What follows belongs to an exercise in optimizing a design on an open flow for small area; a production flow would make more cautious choices.
The RTL was checked by simulation tests, not by an equivalence proof against the original design.
No activity file was given, so power comes from the tool's default toggle rates.

Design main, start of the top module:
module main
#(parameter div = 16)
( input rst, input clk,
  input [3:0] row,
  output [3:0] col,
  output rw_out, output rs_out, output e_out, output [7:0] db_out,
  output [6:0] leds
);
==> flow/config.mk <==
export PLATFORM = sky130hd
export DESIGN_NAME = main
export DESIGN_NICKNAME = main
export VERILOG_FILES = /design/flow/design.v
export SDC_FILE = /design/flow/constraint.sdc
export NUM_CORES = 4
export LEC_CHECK = 0
export CAP_MARGIN = 20
export CORE_MARGIN = 2
export CORE_UTILIZATION = 70
export SLEW_MARGIN = 20
==> flow/constraint.sdc <==
create_clock -name core_clock -period 20.0 [get_ports {clk}]
set_input_delay 4.0000 -clock core_clock [delete_from_list [all_inputs] [get_ports {clk}]]
set_output_delay 4.0000 -clock core_clock [all_outputs]
set_load 0.01 [all_outputs]
standard.sh (not shown) runs the stock make flow with config.mk's settings and CLKGATE_MAP_FILE= SYNTH_SCRIPT=/design/flow/synth_recipe.tcl, a recipe that flattens the netlist after the stock synthesis.
==> flow/flow/run.sh <==
#!/bin/bash
# Layout flow: the standard synthesis with an area-oriented ABC mapping
# script in place of ORFS's delay-oriented one (flow/synth.tcl), then the standard flow's
# standard layout for every later step, with two changes:
#  - port buffers are the smallest buffer (every port still gets one);
#  - the clock tree uses mid-size buffers and no dummy loads (every register
#    is still clocked through the tree, insertion delay balanced by CTS).
# The standard synthesis is run first as a reference: if the registers of
# the area-oriented synthesis (instance names and cell types) differ from
# it in any way, the standard synthesis is used instead.
# Each tool's output goes to a log file here.
set -euo pipefail
W=$PWD
R=$W/orfs/results/${FLOW_PLATFORM}/main/base
export MY_ABC_SCRIPT=$W/flow/area.abc
export FLOW_SYNTH_TCL=$W/synth_recipe.tcl
CTS="$(cat $W/flow/cts_args)"

regs() { grep -E '^ *sky130_fd_sc_hd__(df|edf|sdf|dl)[a-z]*_[0-9]+ ' "$1" | awk '{print $1, $2}' | sort; }

bash standard.sh synth > $W/flow_synth_std.log 2>&1
cp $R/1_2_yosys.v $W/std_1_2_yosys.v
rm -f $R/1_2_yosys.v $R/1_2_yosys.sdc $R/1_synth.odb $R/1_synth.sdc
bash standard.sh SYNTH_SCRIPT=$W/flow/synth.tcl synth > $W/flow_synth.log 2>&1
if ! diff <(regs $W/std_1_2_yosys.v) <(regs $R/1_2_yosys.v) > $W/flow_regs_diff.log 2>&1; then
	echo "registers differ from the standard synthesis; using it" >> $W/flow_regs_diff.log
	rm -f $R/1_2_yosys.v $R/1_2_yosys.sdc $R/1_synth.odb $R/1_synth.sdc
	bash standard.sh synth > $W/flow_synth_fallback.log 2>&1
fi
bash standard.sh "BUFFER_PORTS_ARGS=-buffer_cell sky130_fd_sc_hd__buf_1" "CTS_ARGS=$CTS" > $W/flow_layout.log 2>&1
==> flow/flow/cts_args <==
-sink_clustering_enable -repair_clock_nets -dont_use_dummy_load -buf_list sky130_fd_sc_hd__clkbuf_4 -sink_buffer_max_cap_derate 0.5
Other scripts of this flow, unchanged in this note and not shown: flow/flow/area.abc, flow/flow/synth.tcl
Then changed:
==> flow/flow/cts_args (replaced) <==
-sink_clustering_enable -repair_clock_nets -dont_use_dummy_load -buf_list sky130_fd_sc_hd__clkbuf_8
What happened: Cell count stays the same. Fmax came out higher by 1.1%. Sequential power hardly moves. Setup slack gains 73 ps. Design area goes up by 1.1%. Combinational power hardly moves. Non-clock buffer count does not change. Utilization came out higher by 0.88 points. Synthesized cell count stays the same. Total power went up by 9.2%. Sequential cell count stays the same.
Then changed:
--- a/flow/flow/run.sh
+++ b/flow/flow/run.sh
@@ -4,4 +4,5 @@
 # standard layout for every later step, with two changes:
 #  - port buffers are the smallest buffer (every port still gets one);
+#  - one tie cell drives all constant outputs;
 #  - the clock tree uses mid-size buffers and no dummy loads (every register
 #    is still clocked through the tree, insertion delay balanced by CTS).
@@ -28,3 +29,3 @@
 	bash standard.sh synth > $W/flow_synth_fallback.log 2>&1
 fi
-bash standard.sh "BUFFER_PORTS_ARGS=-buffer_cell sky130_fd_sc_hd__buf_1" "CTS_ARGS=$CTS" > $W/flow_layout.log 2>&1
+bash standard.sh SKIP_REPAIR_TIE_FANOUT=1 "BUFFER_PORTS_ARGS=-buffer_cell sky130_fd_sc_hd__buf_1" "CTS_ARGS=$CTS" > $W/flow_layout.log 2>&1
==> flow/flow/cts_args (replaced) <==
-sink_clustering_enable -repair_clock_nets -dont_use_dummy_load -buf_list sky130_fd_sc_hd__clkbuf_4 -sink_buffer_max_cap_derate 0.5
Outcome: The new run finished with timing, DRC and antenna clean; worst hold slack improves by 19 ps; non-clock buffer count is unchanged; routed wire length falls by 4.6%; setup slack is worse by 140 ps; final cell count is lower by 0.78%; via count is lower by 1.4%; combinational power went up by about 0.9%.

[static timing again, ports no longer ideal]
No port has a modelled driver above. Below, the same layouts with a new extraction and two added sets of constraints. Step 1, drivers: a clkbuf_16 drives clk and a buf_2 each remaining input, both assumed. Step 2 also shifts input and output timing later by t, the mid clock arrival at the registers, as if the neighbouring blocks saw the same clock. a / b / c = ideal ports / drivers / drivers and shift; a / b = the first two.
run	t (ns)	slack for setup (ns)	worst hold slack (ns)	worst setup path at the end	worst slew at a driven data input, ns
the first run	0.429	13.570 / 13.540 / 13.969	0.476 / 0.476 / 0.476	register to output	0.03
the second run	0.366	13.643 / 13.611 / 13.977	0.470 / 0.470 / 0.470	register to output	0.03
the third run	0.433	13.502 / 13.475 / 13.908	0.489 / 0.489 / 0.489	register to output	0.03
After both steps every run listed still meets setup and hold.
